This design comes from an exercise in tuning for small area, a short achievable clock period and few clock cycles per item on the open sky130 flow, not from production work.
Function was checked by simulation only, so behaviour that the tests miss may differ from the original.
Power and IR drop assume default switching activity.

$ cat flow/config.mk
export PLATFORM = sky130hd
export DESIGN_NAME = filter
export DESIGN_NICKNAME = filter
export VERILOG_FILES = /design/flow/design.v
export SDC_FILE = /design/flow/constraint.sdc
export NUM_CORES = 4
export LEC_CHECK = 0
export CAP_MARGIN = 20
export CORE_MARGIN = 2
export CORE_UTILIZATION = 60
export SLEW_MARGIN = 20
export SYNTH_HIERARCHICAL = 1
$ cat flow/flow/run.sh
#!/bin/bash
# Standard ORFS layout (the standard.sh) with changes only to how it is
# optimised: ports are buffered with a plain buffer instead of the default
# delay-buffer cell, and timing repair is asked for more setup margin than the
# 10 ns clock needs, so that it works on the achieved period.
set -euo pipefail
bash standard.sh SETUP_SLACK_MARGIN=7.0 "BUFFER_PORTS_ARGS=-buffer_cell sky130_fd_sc_hd__buf_4" "CTS_ARGS=-sink_clustering_enable -repair_clock_nets -sink_clustering_size 24 -sink_clustering_max_diameter 100 -distance_between_buffers 1000 -branching_point_buffers_distance 1000" finish > orfs_make.log 2>&1
$ cat flow/design.v
module filter(
        input clock,
        input reset,
        input start,
        output reg done,
        input  [15:0] data_in,
        output reg [15:0] data_out
    );
    reg [15:0] h0, h1, h2, h3, h4, h5, h6;
    reg [23:0] p0, p1;
    genvar gi;
    wire [8:0] ld, hold;
    wire [111:0] hq = {h6, h5, h4, h3, h2, h1, h0};
    wire [111:0] hn = {h5, h4, h3, h2, h1, h0, data_in};
    wire [111:0] hd;
    generate
        for (gi = 0; gi < 9; gi = gi + 1) begin : sel
            selgen g (start, reset, ld[gi], hold[gi]);
        end
        for (gi = 0; gi < 112; gi = gi + 1) begin : hsel
            ao22 m (ld[gi / 16], hn[gi], hold[gi / 16], hq[gi], hd[gi]);
        end
    endgenerate
    always @(posedge clock)
        {h6, h5, h4, h3, h2, h1, h0} <= hd;
    reg  [16:0] pc;    
    wire pca_1, pca_2;
    ha pca_1_c (h0[0], h3[0], pca_1, pca_2);
    wire pca_3, pca_4;
    ha pca_3_c (h0[1], h3[1], pca_3, pca_4);
    wire pca_5, pca_6;
    ha pca_5_c (h0[2], h3[2], pca_5, pca_6);
    wire pca_7, pca_8;
    ha pca_7_c (h0[3], h3[3], pca_7, pca_8);
    wire pca_9, pca_10;
    ha pca_9_c (h0[4], h3[4], pca_9, pca_10);
    wire pca_11, pca_12;
    ha pca_11_c (h0[5], h3[5], pca_11, pca_12);
    wire pca_13, pca_14;
    ha pca_13_c (h0[6], h3[6], pca_13, pca_14);
    wire pca_15, pca_16;
    ha pca_15_c (h0[7], h3[7], pca_15, pca_16);
    wire pca_17, pca_18;
    ha pca_17_c (h0[8], h3[8], pca_17, pca_18);
    wire pca_19, pca_20;
    ha pca_19_c (h0[9], h3[9], pca_19, pca_20);
    wire pca_21, pca_22;
    ha pca_21_c (h0[10], h3[10], pca_21, pca_22);
    wire pca_23, pca_24;
    ha pca_23_c (h0[11], h3[11], pca_23, pca_24);
    wire pca_25, pca_26;
    ha pca_25_c (h0[12], h3[12], pca_25, pca_26);
    wire pca_27, pca_28;
    ha pca_27_c (h0[13], h3[13], pca_27, pca_28);
    wire pca_29, pca_30;
    ha pca_29_c (h0[14], h3[14], pca_29, pca_30);
    wire pca_31, pca_32;
    ha pca_31_c (h0[15], h3[15], pca_31, pca_32);
    wire pca_33, pca_34;
    ha pca_33_c (h0[15], h3[15], pca_33, pca_34);
    wire pca_35;
    gc pca_35_c (pca_4, pca_3, pca_2, pca_35);
    wire pca_36;
    gc pca_36_c (pca_8, pca_7, pca_6, pca_36);
    wire pca_37;
    an pca_37_c (pca_7, pca_5, pca_37);
    wire pca_38;
    gc pca_38_c (pca_12, pca_11, pca_10, pca_38);
    wire pca_39;
    an pca_39_c (pca_11, pca_9, pca_39);
    wire pca_40;
    gc pca_40_c (pca_16, pca_15, pca_14, pca_40);
    wire pca_41;
    an pca_41_c (pca_15, pca_13, pca_41);
    wire pca_42;
    gc pca_42_c (pca_20, pca_19, pca_18, pca_42);
    wire pca_43;
    an pca_43_c (pca_19, pca_17, pca_43);
    wire pca_44;
    gc pca_44_c (pca_24, pca_23, pca_22, pca_44);
    wire pca_45;
    an pca_45_c (pca_23, pca_21, pca_45);
    wire pca_46;
    gc pca_46_c (pca_28, pca_27, pca_26, pca_46);
    wire pca_47;
    an pca_47_c (pca_27, pca_25, pca_47);
    wire pca_48;
    gc pca_48_c (pca_32, pca_31, pca_30, pca_48);
    wire pca_49;
    an pca_49_c (pca_31, pca_29, pca_49);
    wire pca_50;
    gc pca_50_c (pca_36, pca_37, pca_35, pca_50);
    wire pca_51;
    gc pca_51_c (pca_40, pca_41, pca_38, pca_51);
    wire pca_52;
    an pca_52_c (pca_41, pca_39, pca_52);
    wire pca_53;
    gc pca_53_c (pca_44, pca_45, pca_42, pca_53);
    wire pca_54;
    an pca_54_c (pca_45, pca_43, pca_54);
    wire pca_55;
    gc pca_55_c (pca_48, pca_49, pca_46, pca_55);
    wire pca_56;
    an pca_56_c (pca_49, pca_47, pca_56);
    wire pca_57;
    gc pca_57_c (pca_51, pca_52, pca_50, pca_57);
    wire pca_58;
    gc pca_58_c (pca_55, pca_56, pca_53, pca_58);
    wire pca_59;
    an pca_59_c (pca_56, pca_54, pca_59);
    wire pca_60;
    gc pca_60_c (pca_58, pca_59, pca_57, pca_60);
    wire pca_61;
    gc pca_61_c (pca_53, pca_54, pca_57, pca_61);
    wire pca_62;
    gc pca_62_c (pca_38, pca_39, pca_50, pca_62);
    wire pca_63;
    gc pca_63_c (pca_42, pca_43, pca_57, pca_63);
    wire pca_64;
    gc pca_64_c (pca_46, pca_47, pca_61, pca_64);
    wire pca_65;
    gc pca_65_c (pca_6, pca_5, pca_35, pca_65);
    wire pca_66;
    gc pca_66_c (pca_10, pca_9, pca_50, pca_66);
    wire pca_67;
    gc pca_67_c (pca_14, pca_13, pca_62, pca_67);
    wire pca_68;
    gc pca_68_c (pca_18, pca_17, pca_57, pca_68);
    wire pca_69;
    gc pca_69_c (pca_22, pca_21, pca_63, pca_69);
    wire pca_70;
    gc pca_70_c (pca_26, pca_25, pca_61, pca_70);
    wire pca_71;
    gc pca_71_c (pca_30, pca_29, pca_64, pca_71);
    wire pca_72;
    xo pca_72_c (pca_3, pca_2, pca_72);
    wire pca_73;
    xo pca_73_c (pca_5, pca_35, pca_73);
    wire pca_74;
    xo pca_74_c (pca_7, pca_65, pca_74);
    wire pca_75;
    xo pca_75_c (pca_9, pca_50, pca_75);
    wire pca_76;
    xo pca_76_c (pca_11, pca_66, pca_76);
    wire pca_77;
    xo pca_77_c (pca_13, pca_62, pca_77);
    wire pca_78;
    xo pca_78_c (pca_15, pca_67, pca_78);
    wire pca_79;
    xo pca_79_c (pca_17, pca_57, pca_79);
    wire pca_80;
    xo pca_80_c (pca_19, pca_68, pca_80);
    wire pca_81;
    xo pca_81_c (pca_21, pca_63, pca_81);
    wire pca_82;
    xo pca_82_c (pca_23, pca_69, pca_82);
    wire pca_83;
    xo pca_83_c (pca_25, pca_61, pca_83);
    wire pca_84;
    xo pca_84_c (pca_27, pca_70, pca_84);
    wire pca_85;
    xo pca_85_c (pca_29, pca_64, pca_85);
    wire pca_86;
    xo pca_86_c (pca_31, pca_71, pca_86);
    wire pca_87;
    xo pca_87_c (pca_33, pca_60, pca_87);
    wire [16:0] pc_n = {pca_87, pca_86, pca_85, pca_84, pca_83, pca_82, pca_81, pca_80, pca_79, pca_78, pca_77, pca_76, pca_75, pca_74, pca_73, pca_72, pca_1};
    wire [16:0] pc_d;
    generate
        for (gi = 0; gi < 17; gi = gi + 1) begin : pcsel
            ao22 m (ld[7], pc_n[gi], hold[7], pc[gi], pc_d[gi]);
        end
    endgenerate
    always @(posedge clock)
        pc <= pc_d;
    reg  [16:0] pd;    
    wire pda_1, pda_2;
    ha pda_1_c (h1[0], h2[0], pda_1, pda_2);
    wire pda_3, pda_4;
    ha pda_3_c (h1[1], h2[1], pda_3, pda_4);
    wire pda_5, pda_6;
    ha pda_5_c (h1[2], h2[2], pda_5, pda_6);
    wire pda_7, pda_8;
    ha pda_7_c (h1[3], h2[3], pda_7, pda_8);
    wire pda_9, pda_10;
    ha pda_9_c (h1[4], h2[4], pda_9, pda_10);
    wire pda_11, pda_12;
    ha pda_11_c (h1[5], h2[5], pda_11, pda_12);
    wire pda_13, pda_14;
    ha pda_13_c (h1[6], h2[6], pda_13, pda_14);
    wire pda_15, pda_16;
    ha pda_15_c (h1[7], h2[7], pda_15, pda_16);
    wire pda_17, pda_18;
    ha pda_17_c (h1[8], h2[8], pda_17, pda_18);
    wire pda_19, pda_20;
    ha pda_19_c (h1[9], h2[9], pda_19, pda_20);
    wire pda_21, pda_22;
    ha pda_21_c (h1[10], h2[10], pda_21, pda_22);
    wire pda_23, pda_24;
    ha pda_23_c (h1[11], h2[11], pda_23, pda_24);
    wire pda_25, pda_26;
    ha pda_25_c (h1[12], h2[12], pda_25, pda_26);
    wire pda_27, pda_28;
    ha pda_27_c (h1[13], h2[13], pda_27, pda_28);
    wire pda_29, pda_30;
    ha pda_29_c (h1[14], h2[14], pda_29, pda_30);
    wire pda_31, pda_32;
    ha pda_31_c (h1[15], h2[15], pda_31, pda_32);
    wire pda_33, pda_34;
    ha pda_33_c (h1[15], h2[15], pda_33, pda_34);
    wire pda_35;
    gc pda_35_c (pda_4, pda_3, pda_2, pda_35);
    wire pda_36;
    gc pda_36_c (pda_8, pda_7, pda_6, pda_36);
    wire pda_37;
    an pda_37_c (pda_7, pda_5, pda_37);
    wire pda_38;
    gc pda_38_c (pda_12, pda_11, pda_10, pda_38);
    wire pda_39;
    an pda_39_c (pda_11, pda_9, pda_39);
    wire pda_40;
    gc pda_40_c (pda_16, pda_15, pda_14, pda_40);
    wire pda_41;
    an pda_41_c (pda_15, pda_13, pda_41);
    wire pda_42;
    gc pda_42_c (pda_20, pda_19, pda_18, pda_42);
    wire pda_43;
    an pda_43_c (pda_19, pda_17, pda_43);
    wire pda_44;
    gc pda_44_c (pda_24, pda_23, pda_22, pda_44);
    wire pda_45;
    an pda_45_c (pda_23, pda_21, pda_45);
    wire pda_46;
    gc pda_46_c (pda_28, pda_27, pda_26, pda_46);
    wire pda_47;
    an pda_47_c (pda_27, pda_25, pda_47);
    wire pda_48;
    gc pda_48_c (pda_32, pda_31, pda_30, pda_48);
    wire pda_49;
    an pda_49_c (pda_31, pda_29, pda_49);
    wire pda_50;
    gc pda_50_c (pda_36, pda_37, pda_35, pda_50);
    wire pda_51;
    gc pda_51_c (pda_40, pda_41, pda_38, pda_51);
    wire pda_52;
    an pda_52_c (pda_41, pda_39, pda_52);
    wire pda_53;
    gc pda_53_c (pda_44, pda_45, pda_42, pda_53);
    wire pda_54;
    an pda_54_c (pda_45, pda_43, pda_54);
    wire pda_55;
    gc pda_55_c (pda_48, pda_49, pda_46, pda_55);
    wire pda_56;
    an pda_56_c (pda_49, pda_47, pda_56);
    wire pda_57;
    gc pda_57_c (pda_51, pda_52, pda_50, pda_57);
    wire pda_58;
    gc pda_58_c (pda_55, pda_56, pda_53, pda_58);
    wire pda_59;
    an pda_59_c (pda_56, pda_54, pda_59);
    wire pda_60;
    gc pda_60_c (pda_58, pda_59, pda_57, pda_60);
    wire pda_61;
    gc pda_61_c (pda_53, pda_54, pda_57, pda_61);
    wire pda_62;
    gc pda_62_c (pda_38, pda_39, pda_50, pda_62);
    wire pda_63;
    gc pda_63_c (pda_42, pda_43, pda_57, pda_63);
    wire pda_64;
    gc pda_64_c (pda_46, pda_47, pda_61, pda_64);
    wire pda_65;
    gc pda_65_c (pda_6, pda_5, pda_35, pda_65);
    wire pda_66;
    gc pda_66_c (pda_10, pda_9, pda_50, pda_66);
    wire pda_67;
    gc pda_67_c (pda_14, pda_13, pda_62, pda_67);
    wire pda_68;
    gc pda_68_c (pda_18, pda_17, pda_57, pda_68);
    wire pda_69;
    gc pda_69_c (pda_22, pda_21, pda_63, pda_69);
    wire pda_70;
    gc pda_70_c (pda_26, pda_25, pda_61, pda_70);
    wire pda_71;
    gc pda_71_c (pda_30, pda_29, pda_64, pda_71);
    wire pda_72;
    xo pda_72_c (pda_3, pda_2, pda_72);
    wire pda_73;
    xo pda_73_c (pda_5, pda_35, pda_73);
    wire pda_74;
    xo pda_74_c (pda_7, pda_65, pda_74);
    wire pda_75;
    xo pda_75_c (pda_9, pda_50, pda_75);
    wire pda_76;
    xo pda_76_c (pda_11, pda_66, pda_76);
    wire pda_77;
    xo pda_77_c (pda_13, pda_62, pda_77);
    wire pda_78;
    xo pda_78_c (pda_15, pda_67, pda_78);
    wire pda_79;
    xo pda_79_c (pda_17, pda_57, pda_79);
    wire pda_80;
    xo pda_80_c (pda_19, pda_68, pda_80);
    wire pda_81;
    xo pda_81_c (pda_21, pda_63, pda_81);
    wire pda_82;
    xo pda_82_c (pda_23, pda_69, pda_82);
    wire pda_83;
    xo pda_83_c (pda_25, pda_61, pda_83);
    wire pda_84;
    xo pda_84_c (pda_27, pda_70, pda_84);
    wire pda_85;
    xo pda_85_c (pda_29, pda_64, pda_85);
    wire pda_86;
    xo pda_86_c (pda_31, pda_71, pda_86);
    wire pda_87;
    xo pda_87_c (pda_33, pda_60, pda_87);
    wire [16:0] pd_n = {pda_87, pda_86, pda_85, pda_84, pda_83, pda_82, pda_81, pda_80, pda_79, pda_78, pda_77, pda_76, pda_75, pda_74, pda_73, pda_72, pda_1};
    wire [16:0] pd_d;
    generate
        for (gi = 0; gi < 17; gi = gi + 1) begin : pdsel
            ao22 m (ld[8], pd_n[gi], hold[8], pd[gi], pd_d[gi]);
        end
    endgenerate
    always @(posedge clock)
        pd <= pd_d;
    wire s0, c0;
    ha u0 (h0[2], h0[3], s0, c0);
    wire s1, c1;
    fa u1 (h0[3], h0[4], h5[3], s1, c1);
    wire s2, c2;
    ha u2 (h5[4], pc[1], s2, c2);
    wire s3, c3;
    fa u3 (h0[4], h0[5], h5[4], s3, c3);
    wire s4, c4;
    fa u4 (h5[5], pc[2], pc[4], s4, c4);
    wire s5, c5;
    fa u5 (h0[5], h0[6], h5[5], s5, c5);
    wire s6, c6;
    fa u6 (h5[6], pc[3], pc[5], s6, c6);
    wire s7, c7;
    fa u7 (h0[6], h0[7], h5[6], s7, c7);
    wire s8, c8;
    fa u8 (h5[7], pc[4], pc[6], s8, c8);
    wire s9, c9;
    fa u9 (h0[7], h0[8], h5[7], s9, c9);
    wire s10, c10;
    fa u10 (h5[8], pc[5], pc[7], s10, c10);
    wire s11, c11;
    fa u11 (h0[8], h0[9], h5[8], s11, c11);
    wire s12, c12;
    fa u12 (h5[9], pc[6], pc[8], s12, c12);
    wire s13, c13;
    fa u13 (h0[9], h0[10], h5[9], s13, c13);
    wire s14, c14;
    fa u14 (h5[10], pc[7], pc[9], s14, c14);
    wire s15, c15;
    fa u15 (h0[10], h0[11], h5[10], s15, c15);
    wire s16, c16;
    fa u16 (h5[11], pc[8], pc[10], s16, c16);
    wire s17, c17;
    fa u17 (h0[11], h0[12], h5[11], s17, c17);
    wire s18, c18;
    fa u18 (h5[12], pc[9], pc[11], s18, c18);
    wire s19, c19;
    fa u19 (h0[12], h0[13], h5[12], s19, c19);
    wire s20, c20;
    fa u20 (h5[13], pc[10], pc[12], s20, c20);
    wire s21, c21;
    fa1 u21 (h0[13], h0[14], s21, c21);
    wire s22, c22;
    fa u22 (h5[13], h5[14], pc[11], s22, c22);
    wire s23, c23;
    ha u23 (pc[13], pc[15], s23, c23);
    wire s24, c24;
    fa1 u24 (h0[14], ~h0[15], s24, c24);
    wire s25, c25;
    fa u25 (h5[14], ~h5[15], pc[12], s25, c25);
    wire s26, c26;
    fa u26 (h0[0], h0[1], h5[0], s26, c26);
    wire s27, c27;
    ha u27 (h5[1], pc[0], s27, c27);
    wire s28, c28;
    fa u28 (h0[1], h0[2], h5[1], s28, c28);
    wire s29, c29;
    fa u29 (h5[2], pc[1], pc[3], s29, c29);
    wire s30, c30;
    ha u30 (pd[1], ~pd[4], s30, c30);
    wire s31, c31;
    fa u31 (h5[2], h5[3], pc[0], s31, c31);
    wire s32, c32;
    fa u32 (pc[2], pc[4], pd[2], s32, c32);
    wire s33, c33;
    fa u33 (~pd[5], h6[4], s0, s33, c33);
    wire s34, c34;
    fa u34 (pc[3], pc[5], pd[0], s34, c34);
    wire s35, c35;
    fa u35 (pd[3], ~pd[6], h6[5], s35, c35);
    wire s36, c36;
    fa u36 (c0, s2, s1, s36, c36);
    wire s37, c37;
    fa u37 (pc[6], pd[1], pd[4], s37, c37);
    wire s38, c38;
    fa u38 (~pd[7], h6[6], c2, s38, c38);
    wire s39, c39;
    fa u39 (c1, s3, s4, s39, c39);
    wire s40, c40;
    fa u40 (pc[7], pd[2], pd[5], s40, c40);
    wire s41, c41;
    fa u41 (~pd[8], h6[7], c3, s41, c41);
    wire s42, c42;
    fa u42 (c4, s5, s6, s42, c42);
    wire s43, c43;
    fa u43 (pc[8], pd[3], pd[6], s43, c43);
    wire s44, c44;
    fa u44 (~pd[9], h6[8], c5, s44, c44);
    wire s45, c45;
    fa u45 (c6, s7, s8, s45, c45);
    wire s46, c46;
    fa u46 (pc[9], pd[4], pd[7], s46, c46);
    wire s47, c47;
    fa u47 (~pd[10], h6[9], c7, s47, c47);
    wire s48, c48;
    fa u48 (c8, s9, s10, s48, c48);
    wire s49, c49;
    fa u49 (pc[10], pd[5], pd[8], s49, c49);
    wire s50, c50;
    fa u50 (~pd[11], h6[10], c9, s50, c50);
    wire s51, c51;
    fa u51 (c10, s11, s12, s51, c51);
    wire s52, c52;
    fa u52 (pc[11], pd[6], pd[9], s52, c52);
    wire s53, c53;
    fa u53 (~pd[12], h6[11], c11, s53, c53);
    wire s54, c54;
    fa u54 (c12, s13, s14, s54, c54);
    wire s55, c55;
    fa u55 (pc[12], pd[7], pd[10], s55, c55);
    wire s56, c56;
    fa u56 (~pd[13], h6[12], c13, s56, c56);
    wire s57, c57;
    fa u57 (c14, s15, s16, s57, c57);
    wire s58, c58;
    fa u58 (pc[13], pd[8], pd[11], s58, c58);
    wire s59, c59;
    fa u59 (~pd[14], h6[13], c15, s59, c59);
    wire s60, c60;
    fa u60 (c16, s17, s18, s60, c60);
    wire s61, c61;
    fa u61 (pc[14], pd[9], pd[12], s61, c61);
    wire s62, c62;
    fa u62 (~pd[15], h6[14], c17, s62, c62);
    wire s63, c63;
    fa u63 (c18, s19, s20, s63, c63);
    wire s64, c64;
    fa u64 (pd[10], pd[13], pd[16], s64, c64);
    wire s65, c65;
    fa u65 (~h6[15], s21, s23, s65, c65);
    wire s66, c66;
    fa u66 (c19, c20, s22, s66, c66);
    wire s67, c67;
    fa u67 (pc[14], ~pc[16], pd[11], s67, c67);
    wire s68, c68;
    fa u68 (pd[14], c21, c23, s68, c68);
    wire s69, c69;
    fa u69 (s24, c22, s25, s69, c69);
    wire s70, c70;
    fa1 u70 (~h0[15], ~h5[15], s70, c70);
    wire s71, c71;
    fa u71 (pc[13], pc[15], pd[12], s71, c71);
    wire s72, c72;
    fa u72 (pd[15], c24, c25, s72, c72);
    wire s73, c73;
    fa1 u73 (pc[14], ~pc[16], s73, c73);
    wire s74, c74;
    ha u74 (h0[0], h5[0], s74, c74);
    wire s75, c75;
    fa u75 (pc[2], pd[0], ~pd[3], s75, c75);
    wire s76, c76;
    ha u76 (h6[2], s27, s76, c76);
    wire s77, c77;
    fa u77 (h6[3], c27, s30, s77, c77);
    wire s78, c78;
    fa u78 (c26, s28, s29, s78, c78);
    wire s79, c79;
    fa u79 (c30, c28, c29, s79, c79);
    wire s80, c80;
    fa u80 (s31, s32, s33, s80, c80);
    wire s81, c81;
    fa u81 (c31, c32, s34, s81, c81);
    wire s82, c82;
    fa u82 (s35, c33, s36, s82, c82);
    wire s83, c83;
    fa u83 (c34, c35, s37, s83, c83);
    wire s84, c84;
    fa u84 (s38, c36, s39, s84, c84);
    wire s85, c85;
    fa u85 (c37, s40, c38, s85, c85);
    wire s86, c86;
    fa u86 (c39, s41, s42, s86, c86);
    wire s87, c87;
    fa u87 (c40, s43, c41, s87, c87);
    wire s88, c88;
    fa u88 (c42, s44, s45, s88, c88);
    wire s89, c89;
    fa u89 (c43, s46, c44, s89, c89);
    wire s90, c90;
    fa u90 (c45, s47, s48, s90, c90);
    wire s91, c91;
    fa u91 (c46, s49, c47, s91, c91);
    wire s92, c92;
    fa u92 (c48, s50, s51, s92, c92);
    wire s93, c93;
    fa u93 (c49, s52, c50, s93, c93);
    wire s94, c94;
    fa u94 (c51, s53, s54, s94, c94);
    wire s95, c95;
    fa u95 (c52, s55, c53, s95, c95);
    wire s96, c96;
    fa u96 (c54, s56, s57, s96, c96);
    wire s97, c97;
    fa u97 (c55, s58, c56, s97, c97);
    wire s98, c98;
    fa u98 (c57, s59, s60, s98, c98);
    wire s99, c99;
    fa u99 (c58, s61, c59, s99, c99);
    wire s100, c100;
    fa u100 (c60, s62, s63, s100, c100);
    wire s101, c101;
    fa u101 (c61, s64, c62, s101, c101);
    wire s102, c102;
    fa u102 (s65, c63, s66, s102, c102);
    wire s103, c103;
    fa u103 (c64, s67, c65, s103, c103);
    wire s104, c104;
    fa u104 (s68, c66, s69, s104, c104);
    wire s105, c105;
    fa u105 (s70, c67, s71, s105, c105);
    wire s106, c106;
    fa u106 (c68, c69, s72, s106, c106);
    wire s107, c107;
    fa u107 (pd[13], ~pd[16], c70, s107, c107);
    wire s108, c108;
    fa u108 (s73, c71, c72, s108, c108);
    wire s109, c109;
    fa1 u109 (pc[15], pd[14], s109, c109);
    wire s110, c110;
    ha u110 (pc[1], ~pd[2], s110, c110);
    wire s111, c111;
    fa u111 (c74, s75, s26, s111, c111);
    wire s112, c112;
    fa u112 (c75, c76, s77, s112, c112);
    wire s113, c113;
    fa u113 (c77, c78, s79, s113, c113);
    wire s114, c114;
    fa u114 (c79, s81, c80, s114, c114);
    wire s115, c115;
    fa u115 (c81, s83, c82, s115, c115);
    wire s116, c116;
    fa u116 (c83, s85, c84, s116, c116);
    wire s117, c117;
    fa u117 (c85, s87, c86, s117, c117);
    wire s118, c118;
    fa u118 (c87, s89, c88, s118, c118);
    wire s119, c119;
    fa u119 (c89, s91, c90, s119, c119);
    wire s120, c120;
    fa u120 (c91, s93, c92, s120, c120);
    wire s121, c121;
    fa u121 (c93, s95, c94, s121, c121);
    wire s122, c122;
    fa u122 (c95, s97, c96, s122, c122);
    wire s123, c123;
    fa u123 (c97, s99, c98, s123, c123);
    wire s124, c124;
    fa u124 (c99, s101, c100, s124, c124);
    wire s125, c125;
    fa u125 (c101, s103, c102, s125, c125);
    wire s126, c126;
    fa u126 (s105, c103, c104, s126, c126);
    wire s127, c127;
    fa u127 (s107, c105, c106, s127, c127);
    wire s128, c128;
    fa u128 (s109, c73, c107, s128, c128);
    wire s129, c129;
    fa1 u129 (~pc[16], pd[15], s129, c129);
    wire s130, c130;
    ha u130 (pc[0], ~pd[1], s130, c130);
    wire s131, c131;
    fa u131 (h6[1], s110, s74, s131, c131);
    wire s132, c132;
    fa u132 (c110, s76, s111, s132, c132);
    wire s133, c133;
    fa u133 (c111, s78, s112, s133, c133);
    wire s134, c134;
    fa u134 (c112, s80, s113, s134, c134);
    wire s135, c135;
    fa u135 (c113, s82, s114, s135, c135);
    wire s136, c136;
    fa u136 (s84, c114, s115, s136, c136);
    wire s137, c137;
    fa u137 (s86, c115, s116, s137, c137);
    wire s138, c138;
    fa u138 (s88, c116, s117, s138, c138);
    wire s139, c139;
    fa u139 (s90, c117, s118, s139, c139);
    wire s140, c140;
    fa u140 (s92, c118, s119, s140, c140);
    wire s141, c141;
    fa u141 (s94, c119, s120, s141, c141);
    wire s142, c142;
    fa u142 (s96, c120, s121, s142, c142);
    wire s143, c143;
    fa u143 (s98, c121, s122, s143, c143);
    wire s144, c144;
    fa u144 (s100, c122, s123, s144, c144);
    wire s145, c145;
    fa u145 (s102, c123, s124, s145, c145);
    wire s146, c146;
    fa u146 (s104, c124, s125, s146, c146);
    wire s147, c147;
    fa u147 (s106, c125, s126, s147, c147);
    wire s148, c148;
    fa u148 (s108, c126, s127, s148, c148);
    wire s149, c149;
    fa u149 (s128, c108, c127, s149, c149);
    wire s150, c150;
    fa u150 (s129, c109, c128, s150, c150);
    wire s151, c151;
    fa1 u151 (~pd[16], c129, s151, c151);
    always @(posedge clock) begin
        p0[1] <= h6[0];
        p0[2] <= c130;
        p0[3] <= c131;
        p0[4] <= c132;
        p0[5] <= c133;
        p0[6] <= c134;
        p0[7] <= c135;
        p0[8] <= c136;
        p0[9] <= c137;
        p0[10] <= c138;
        p0[11] <= c139;
        p0[12] <= c140;
        p0[13] <= c141;
        p0[14] <= c142;
        p0[15] <= c143;
        p0[16] <= c144;
        p0[17] <= c145;
        p0[18] <= c146;
        p0[19] <= c147;
        p0[20] <= c148;
        p0[21] <= s150;
        p0[22] <= s151;
        p0[23] <= c151;
        p1[0] <= ~pd[0];
        p1[1] <= s130;
        p1[2] <= s131;
        p1[3] <= s132;
        p1[4] <= s133;
        p1[5] <= s134;
        p1[6] <= s135;
        p1[7] <= s136;
        p1[8] <= s137;
        p1[9] <= s138;
        p1[10] <= s139;
        p1[11] <= s140;
        p1[12] <= s141;
        p1[13] <= s142;
        p1[14] <= s143;
        p1[15] <= s144;
        p1[16] <= s145;
        p1[17] <= s146;
        p1[18] <= s147;
        p1[19] <= s148;
        p1[20] <= s149;
        p1[21] <= c149;
        p1[22] <= c150;
    end
    wire s152, c152;
    ha u152 (p0[1], p1[1], s152, c152);
    wire s153, c153;
    fa u153 (p0[2], p1[2], h0[1], s153, c153);
    wire s154, c154;
    fa u154 (p0[3], p1[3], h0[2], s154, c154);
    wire s155, c155;
    fa u155 (p0[4], p1[4], h0[3], s155, c155);
    wire s156, c156;
    fa u156 (p0[5], p1[5], h0[4], s156, c156);
    wire s157, c157;
    fa u157 (p0[6], p1[6], h0[5], s157, c157);
    wire s158, c158;
    fa u158 (p0[7], p1[7], h0[6], s158, c158);
    wire s159, c159;
    fa u159 (p0[8], p1[8], h0[7], s159, c159);
    wire s160, c160;
    fa u160 (p0[9], p1[9], h0[8], s160, c160);
    wire s161, c161;
    fa u161 (p0[10], p1[10], h0[9], s161, c161);
    wire s162, c162;
    fa u162 (p0[11], p1[11], h0[10], s162, c162);
    wire s163, c163;
    fa u163 (p0[12], p1[12], h0[11], s163, c163);
    wire s164, c164;
    fa u164 (p0[13], p1[13], h0[12], s164, c164);
    wire s165, c165;
    fa u165 (p0[14], p1[14], h0[13], s165, c165);
    wire s166, c166;
    fa u166 (p0[15], p1[15], h0[14], s166, c166);
    wire s167, c167;
    fa u167 (p0[16], p1[16], ~h0[15], s167, c167);
    wire s168, c168;
    ha u168 (p0[17], p1[17], s168, c168);
    wire s169, c169;
    ha u169 (p0[18], p1[18], s169, c169);
    wire s170, c170;
    ha u170 (p0[19], p1[19], s170, c170);
    wire s171, c171;
    ha u171 (p0[20], p1[20], s171, c171);
    wire s172, c172;
    ha u172 (p0[21], p1[21], s172, c172);
    wire s173, c173;
    ha u173 (p0[22], p1[22], s173, c173);
    wire fy_1, fy_2;
    ha fy_1_c (h0[0], s152, fy_1, fy_2);
    wire fy_3, fy_4;
    ha fy_3_c (c152, s153, fy_3, fy_4);
    wire fy_5, fy_6;
    ha fy_5_c (c153, s154, fy_5, fy_6);
    wire fy_7, fy_8;
    ha fy_7_c (c154, s155, fy_7, fy_8);
    wire fy_9, fy_10;
    ha fy_9_c (c155, s156, fy_9, fy_10);
    wire fy_11, fy_12;
    ha fy_11_c (c156, s157, fy_11, fy_12);
    wire fy_13, fy_14;
    ha fy_13_c (c157, s158, fy_13, fy_14);
    wire fy_15, fy_16;
    ha fy_15_c (c158, s159, fy_15, fy_16);
    wire fy_17, fy_18;
    ha fy_17_c (c159, s160, fy_17, fy_18);
    wire fy_19, fy_20;
    ha fy_19_c (c160, s161, fy_19, fy_20);
    wire fy_21, fy_22;
    ha fy_21_c (c161, s162, fy_21, fy_22);
    wire fy_23, fy_24;
    ha fy_23_c (c162, s163, fy_23, fy_24);
    wire fy_25, fy_26;
    ha fy_25_c (c163, s164, fy_25, fy_26);
    wire fy_27, fy_28;
    ha fy_27_c (c164, s165, fy_27, fy_28);
    wire fy_29, fy_30;
    ha fy_29_c (c165, s166, fy_29, fy_30);
    wire fy_31, fy_32;
    ha fy_31_c (c166, s167, fy_31, fy_32);
    wire fy_33, fy_34;
    ha fy_33_c (s168, c167, fy_33, fy_34);
    wire fy_35, fy_36;
    ha fy_35_c (c168, s169, fy_35, fy_36);
    wire fy_37, fy_38;
    ha fy_37_c (c169, s170, fy_37, fy_38);
    wire fy_39, fy_40;
    ha fy_39_c (c170, s171, fy_39, fy_40);
    wire fy_41, fy_42;
    ha fy_41_c (c171, s172, fy_41, fy_42);
    wire fy_43, fy_44;
    ha fy_43_c (c172, s173, fy_43, fy_44);
    wire fy_45, fy_46;
    ha fy_45_c (p0[23], c173, fy_45, fy_46);
    wire fy_47;
    gc fy_47_c (fy_2, fy_1, p1[0], fy_47);
    wire fy_48;
    gc fy_48_c (fy_6, fy_5, fy_4, fy_48);
    wire fy_49;
    an fy_49_c (fy_5, fy_3, fy_49);
    wire fy_50;
    gc fy_50_c (fy_10, fy_9, fy_8, fy_50);
    wire fy_51;
    an fy_51_c (fy_9, fy_7, fy_51);
    wire fy_52;
    gc fy_52_c (fy_14, fy_13, fy_12, fy_52);
    wire fy_53;
    an fy_53_c (fy_13, fy_11, fy_53);
    wire fy_54;
    gc fy_54_c (fy_18, fy_17, fy_16, fy_54);
    wire fy_55;
    an fy_55_c (fy_17, fy_15, fy_55);
    wire fy_56;
    gc fy_56_c (fy_22, fy_21, fy_20, fy_56);
    wire fy_57;
    an fy_57_c (fy_21, fy_19, fy_57);
    wire fy_58;
    gc fy_58_c (fy_26, fy_25, fy_24, fy_58);
    wire fy_59;
    an fy_59_c (fy_25, fy_23, fy_59);
    wire fy_60;
    gc fy_60_c (fy_30, fy_29, fy_28, fy_60);
    wire fy_61;
    an fy_61_c (fy_29, fy_27, fy_61);
    wire fy_62;
    gc fy_62_c (fy_34, fy_33, fy_32, fy_62);
    wire fy_63;
    an fy_63_c (fy_33, fy_31, fy_63);
    wire fy_64;
    gc fy_64_c (fy_38, fy_37, fy_36, fy_64);
    wire fy_65;
    an fy_65_c (fy_37, fy_35, fy_65);
    wire fy_66;
    gc fy_66_c (fy_42, fy_41, fy_40, fy_66);
    wire fy_67;
    an fy_67_c (fy_41, fy_39, fy_67);
    wire fy_68;
    gc fy_68_c (fy_48, fy_49, fy_47, fy_68);
    wire fy_69;
    gc fy_69_c (fy_52, fy_53, fy_50, fy_69);
    wire fy_70;
    an fy_70_c (fy_53, fy_51, fy_70);
    wire fy_71;
    gc fy_71_c (fy_20, fy_19, fy_54, fy_71);
    wire fy_72;
    an fy_72_c (fy_19, fy_55, fy_72);
    wire fy_73;
    gc fy_73_c (fy_56, fy_57, fy_54, fy_73);
    wire fy_74;
    an fy_74_c (fy_57, fy_55, fy_74);
    wire fy_75;
    gc fy_75_c (fy_28, fy_27, fy_58, fy_75);
    wire fy_76;
    an fy_76_c (fy_27, fy_59, fy_76);
    wire fy_77;
    gc fy_77_c (fy_60, fy_61, fy_58, fy_77);
    wire fy_78;
    an fy_78_c (fy_61, fy_59, fy_78);
    wire fy_79;
    gc fy_79_c (fy_36, fy_35, fy_62, fy_79);
    wire fy_80;
    an fy_80_c (fy_35, fy_63, fy_80);
    wire fy_81;
    gc fy_81_c (fy_64, fy_65, fy_62, fy_81);
    wire fy_82;
    an fy_82_c (fy_65, fy_63, fy_82);
    wire fy_83;
    gc fy_83_c (fy_44, fy_43, fy_66, fy_83);
    wire fy_84;
    an fy_84_c (fy_43, fy_67, fy_84);
    wire fy_85;
    gc fy_85_c (fy_69, fy_70, fy_68, fy_85);
    wire fy_86;
    gc fy_86_c (fy_24, fy_23, fy_73, fy_86);
    wire fy_87;
    an fy_87_c (fy_23, fy_74, fy_87);
    wire fy_88;
    gc fy_88_c (fy_58, fy_59, fy_73, fy_88);
    wire fy_89;
    an fy_89_c (fy_59, fy_74, fy_89);
    wire fy_90;
    gc fy_90_c (fy_75, fy_76, fy_73, fy_90);
    wire fy_91;
    an fy_91_c (fy_76, fy_74, fy_91);
    wire fy_92;
    gc fy_92_c (fy_77, fy_78, fy_73, fy_92);
    wire fy_93;
    an fy_93_c (fy_78, fy_74, fy_93);
    wire fy_94;
    gc fy_94_c (fy_40, fy_39, fy_81, fy_94);
    wire fy_95;
    an fy_95_c (fy_39, fy_82, fy_95);
    wire fy_96;
    gc fy_96_c (fy_66, fy_67, fy_81, fy_96);
    wire fy_97;
    an fy_97_c (fy_67, fy_82, fy_97);
    wire fy_98;
    gc fy_98_c (fy_83, fy_84, fy_81, fy_98);
    wire fy_99;
    an fy_99_c (fy_84, fy_82, fy_99);
    wire fy_100;
    gc fy_100_c (fy_16, fy_15, fy_85, fy_100);
    wire fy_101;
    gc fy_101_c (fy_54, fy_55, fy_85, fy_101);
    wire fy_102;
    gc fy_102_c (fy_71, fy_72, fy_85, fy_102);
    wire fy_103;
    gc fy_103_c (fy_73, fy_74, fy_85, fy_103);
    wire fy_104;
    gc fy_104_c (fy_86, fy_87, fy_85, fy_104);
    wire fy_105;
    gc fy_105_c (fy_88, fy_89, fy_85, fy_105);
    wire fy_106;
    gc fy_106_c (fy_90, fy_91, fy_85, fy_106);
    wire fy_107;
    gc fy_107_c (fy_92, fy_93, fy_85, fy_107);
    wire fy_108;
    gc fy_108_c (fy_32, fy_31, fy_107, fy_108);
    wire fy_109;
    gc fy_109_c (fy_62, fy_63, fy_107, fy_109);
    wire fy_110;
    gc fy_110_c (fy_79, fy_80, fy_107, fy_110);
    wire fy_111;
    gc fy_111_c (fy_81, fy_82, fy_107, fy_111);
    wire fy_112;
    gc fy_112_c (fy_94, fy_95, fy_107, fy_112);
    wire fy_113;
    gc fy_113_c (fy_96, fy_97, fy_107, fy_113);
    wire fy_114;
    gc fy_114_c (fy_98, fy_99, fy_107, fy_114);
    wire fy_115;
    xo fy_115_c (fy_15, fy_85, fy_115);
    wire fy_116;
    xo fy_116_c (fy_17, fy_100, fy_116);
    wire fy_117;
    xo fy_117_c (fy_19, fy_101, fy_117);
    wire fy_118;
    xo fy_118_c (fy_21, fy_102, fy_118);
    wire fy_119;
    xo fy_119_c (fy_23, fy_103, fy_119);
    wire fy_120;
    xo fy_120_c (fy_25, fy_104, fy_120);
    wire fy_121;
    xo fy_121_c (fy_27, fy_105, fy_121);
    wire fy_122;
    xo fy_122_c (fy_29, fy_106, fy_122);
    wire fy_123;
    xo fy_123_c (fy_31, fy_107, fy_123);
    wire fy_124;
    xo fy_124_c (fy_33, fy_108, fy_124);
    wire fy_125;
    xo fy_125_c (fy_35, fy_109, fy_125);
    wire fy_126;
    xo fy_126_c (fy_37, fy_110, fy_126);
    wire fy_127;
    xo fy_127_c (fy_39, fy_111, fy_127);
    wire fy_128;
    xo fy_128_c (fy_41, fy_112, fy_128);
    wire fy_129;
    xo fy_129_c (fy_43, fy_113, fy_129);
    wire fy_130;
    xo fy_130_c (fy_45, fy_114, fy_130);
    wire [15:0] y = {fy_130, fy_129, fy_128, fy_127, fy_126, fy_125, fy_124, fy_123, fy_122, fy_121, fy_120, fy_119, fy_118, fy_117, fy_116, fy_115};
    reg dn;
    wire ldo   = dn & ~reset;
    wire holdo = ~dn & ~reset;
    wire [15:0] od;
    generate
        for (gi = 0; gi < 16; gi = gi + 1) begin : osel
            ao22 m (ldo, y[gi], holdo, data_out[gi], od[gi]);
        end
    endgenerate
    always @(posedge clock) begin
        done <= start & ~reset;
        dn <= start & ~reset;
        data_out <= od;
    end
endmodule
module fa(input a, input b, input c, output s, output co);
    assign s  = a ^ b ^ c;
    assign co = (a & b) | (a & c) | (b & c);
endmodule
module fa1(input a, input b, output s, output co);
    assign s  = ~(a ^ b);
    assign co = a | b;
endmodule
module ha(input a, input b, output s, output co);
    assign s  = a ^ b;
    assign co = a & b;
endmodule
module gc(input g1, input p1, input g0, output g);
    assign g = g1 | (p1 & g0);
endmodule
module an(input a, input b, output y);
    assign y = a & b;
endmodule
module orr(input a, input b, output y);
    assign y = a | b;
endmodule
module xo(input a, input b, output y);
    assign y = a ^ b;
endmodule
module ao22(input a1, input a2, input b1, input b2, output y);
    assign y = (a1 & a2) | (b1 & b2);
endmodule
module selgen(input start, input reset, output ld, output hold);
    assign ld   = start & ~reset;
    assign hold = ~start & ~reset;
endmodule
$ cat flow/standard.sh
#!/bin/bash
# synth_recipe.tcl (not shown) runs the flow's synth.tcl, then flattens the netlist and writes it again
# the make line also repeats each setting of config.mk as NAME=value (left out here)
make -C /OpenROAD-flow-scripts/flow DESIGN_CONFIG=/design/flow/config.mk WORK_HOME=/design/flow/orfs CLKGATE_MAP_FILE= SYNTH_SCRIPT=/design/flow/synth_recipe.tcl "${@:-finish}"
$ cat flow/constraint.sdc
create_clock -name core_clock -period 10.0 [get_ports {clock}]
set_input_delay 2.0000 -clock core_clock [delete_from_list [all_inputs] [get_ports {clock}]]
set_output_delay 2.0000 -clock core_clock [all_outputs]
set_load 0.01 [all_outputs]
==> notes.md <==
worst-case clock skew=0.0109 ns; H-tree level count=1; number of max-cap violations=0; vias in the first global route=approximately 7600; Crit path max-delay family=flip-flops; Worst-path clk slew=0.09 ns; DR vias/cell=a little over 6; Slew headroom=0.475; Starting Density=0.610; CP Class=flop to output port; top-level I/O count=36; worst slew pin tran=0.786 ns; Pins Over Slew Limit=0; Core Region=18700 um2; HP Class=flop to flop; Die ar.=20100 um2; Arrival @ worst endpoint=0.95 ns; share of post-route cells with drive strength above 1=0.0992; Mapped Area=between 10000 and 15000 um2; setup TNS=0 ns; worst reg-to-reg setup slack=7.09 ns; Worst VDD drop=approximately 0.13 mV; Num CTS Buffers=12; Hold Crit Endpoint=p0[1]$_DFF_P_; gr usage total=0.265; R2R Path End=p1[9]$_DFF_P_; Tmin final=2.95 ns; slack of the critical path=7.05 ns; first-pass GRT wire length=40.8 mm; clock latency (worst-skew pair)=0.47 ns; CP cell instances=buf_4; RSZ-0062 raised after global routing=no; Pleak=6.50 nW; hold buffers post-CTS=0; slowest stage delay, CP=between 0.3 and 0.4 ns; Final ANT Viol Nets=0; CTS tree=yes; GRT overflow=0; Unique masters post-synth=11; root buffer cell=clkbuf_16; CTS Sinks=209; sequential area share after synthesis=0.367; CTS max path bufs=3; #FFs+latches synth=209; Critical R2R Launch=h0[5]$_DFF_P_; drt total wl=between 20 and 30 mm; overall power=0.00232 W; FMAX=0.339 GHz; die extent in x=roughly 140 um; # setup viols final=0; Row Count=50; Final GP Congestion=0.834; initial antenna violation count=0; CP Max Fanout=3; dpl ws=6.45 ns; Synth-to-Final Area Change=8.69%; status=finished clean; FF-to-FF path depth=5; Critical Path RT=about 8 ns; Antenna Cells=0; buffers and inverters on the worst path=1; DR iter-0 viols=261; storage element area=4230 um2; Tcrit/Tclk final=0.295; via count=6945; Final HPWL DP=between 15 and 20 mm; net count of the mapped netlist=1112; DP Area=12000 um2; commonest non-fill, non-tap cell in the layout=dfxtp_1; synthesis warning total=7; area of the multi-input gates=approximately 7100 um2; IO buf count=35; fill count=1425; hold_sp=h6[0]$_DFF_P_; CP Capture Type=output port; Nets=1165; Power Dens Cells=187 nW/um2; DRT Pass-1 Iters=4; Syn Inst Count=862; hold depth=0; largest net degree at the start of global routing=25; post-route cell area=12400 um2; CP Launch Type=flop; WL per Instance=21.9 um; syn_area_per_cell=13.2 um2; Final Hold Viols=0; Worst path slowest cell=dfxtp_2; most frequent cells in the layout=dfxtp_1, a22o_1, fa_1, a21o_1, ha_1; Die H=142 um; DR DRC count=0
per-stage QoR:
stage                     std cells  hold slack [ns]  utilization
after floorplan                 862            0.332            -
after global placement         1132            0.411        0.640
after detailed placement       1135            0.415        0.642
after CTS                      1151            0.434        0.661
after global routing           1151            0.429        0.663
final                          1151            0.416        0.663
worst max-delay path by stage:
stage | from | end | slack [ns] | cells past startpoint
finish | dn$_DFF_P_ | done | 7.05 | 1
global route | pc[6]$_DFF_P_ | p1[13]$_DFF_P_ | 7.00 | 5
CTS | h0[11]$_DFF_P_ | p1[15]$_DFF_P_ | 7.00 | 5
detailed placement | reset | pc[16]$_DFF_P_ | 6.45 | 3
global placement | reset | data_out[7]$_DFF_P_ | 6.43 | 3
floorplan | reset | data_out[0]$_DFF_P_ | 7.14 | 2
synthesized netlist by cell type:
library cell    n  area share
a21o_1         95       0.062
a22o_1        162        0.12
and2_1         47       0.026
dfxtp_1       209        0.37
fa_1          151        0.26
ha_1           80       0.088
inv_1          49       0.016
nor2_1         10      0.0033
nor2b_1         2      0.0011
nor2b_4         9       0.011
xor2_1         48       0.037
cell type report:
cell class,instances,share of cell area
Sequential cell,209,0.341
Clock buffer,14,0.0265
Timing Repair Buffer,39,0.0236
Tap cell,234,0.0236
Inverter,49,0.0148
Multi-Input combinational cell,604,0.569
Clock inverter,2,0.000807
where the power goes:
part           internal [W]  switching [W]
Clock              0.000236       0.000267
Combinational      0.000401       0.000410
Sequential         0.000932      0.0000718
Total               0.00157       0.000749
per-module statistics from Yosys (local to each module, per instance):
| module | cells | flip-flops and latches |
|---|---|---|
| filter | 233 | 209 |
| fa1 | 5 | 0 |
| fa | 1 | 0 |
| selgen | 2 | 0 |
| ha | 1 | 0 |
| ao22 | 1 | 0 |
| xo | 1 | 0 |
| gc | 1 | 0 |
| an | 1 | 0 |
kinds of logic after synthesis:
logic type / share of synthesized area
compound gates: 0.187
buf+inv: 0.0161
simple gates: 0.0410
fa+ha+maj: 0.353
xor+xnor: 0.0368
flops: 0.367
routing by layer:
| layer | vias to the layer above | track usage | wire length, um |
|---|---|---|---|
| met3 | 53 | 0.0317 | 967 |
| met2 | 152 | 0.462 | 12400 |
| met4 | 0 | 0.109 | 1170 |
| met1 | 3557 | 0.338 | 10600 |
| met5 | - | 0 | 0 |
| li1 | 3183 | - | - |
state kept, by name (all words and copies together) (netlist names), 17 cells and up:
register  cells
p1           23
pd           17
p0           23
pc           17
repair_timing:
item | 4_1_cts | 5_1_grt
endpoints found under the setup margin | 66 | 39
setup buffers | 0 | 0
resized for setup | 18 | 18
Testbench counts, summed over its fixed seeds: cycles 2,064, samples 2,048.

==> separate check: timing with driven ports <==
How much do the figures lean on ideal ports? The routed layout below was timed once more, with nothing changed but the port constraints.
Step 1 sets driving cells, clkbuf_16 on the clock port and buf_2 on the other inputs (assumed; they add their load-dependent delay and slew).
Step 2, shift: input delay + t, output delay - t, t = (earliest + latest rising clock arrival at the registers) / 2. This alone moves slack from input paths to output paths.
a / b / c = ideal ports / drivers / drivers and shift; a / b = the first two.
t (ns): 0.508
setup WS [ns]: 7.051 / 7.008 / 6.759
worst setup path at the end: input to register
slew at the worst register clock pin (ns): 0.10 / 0.10
pins driven straight from the clock port: 1
After both steps setup and hold are still met in this run. For this run, drivers alone change the setup slack by -0.043 ns; drivers and shift together by -0.292 ns.
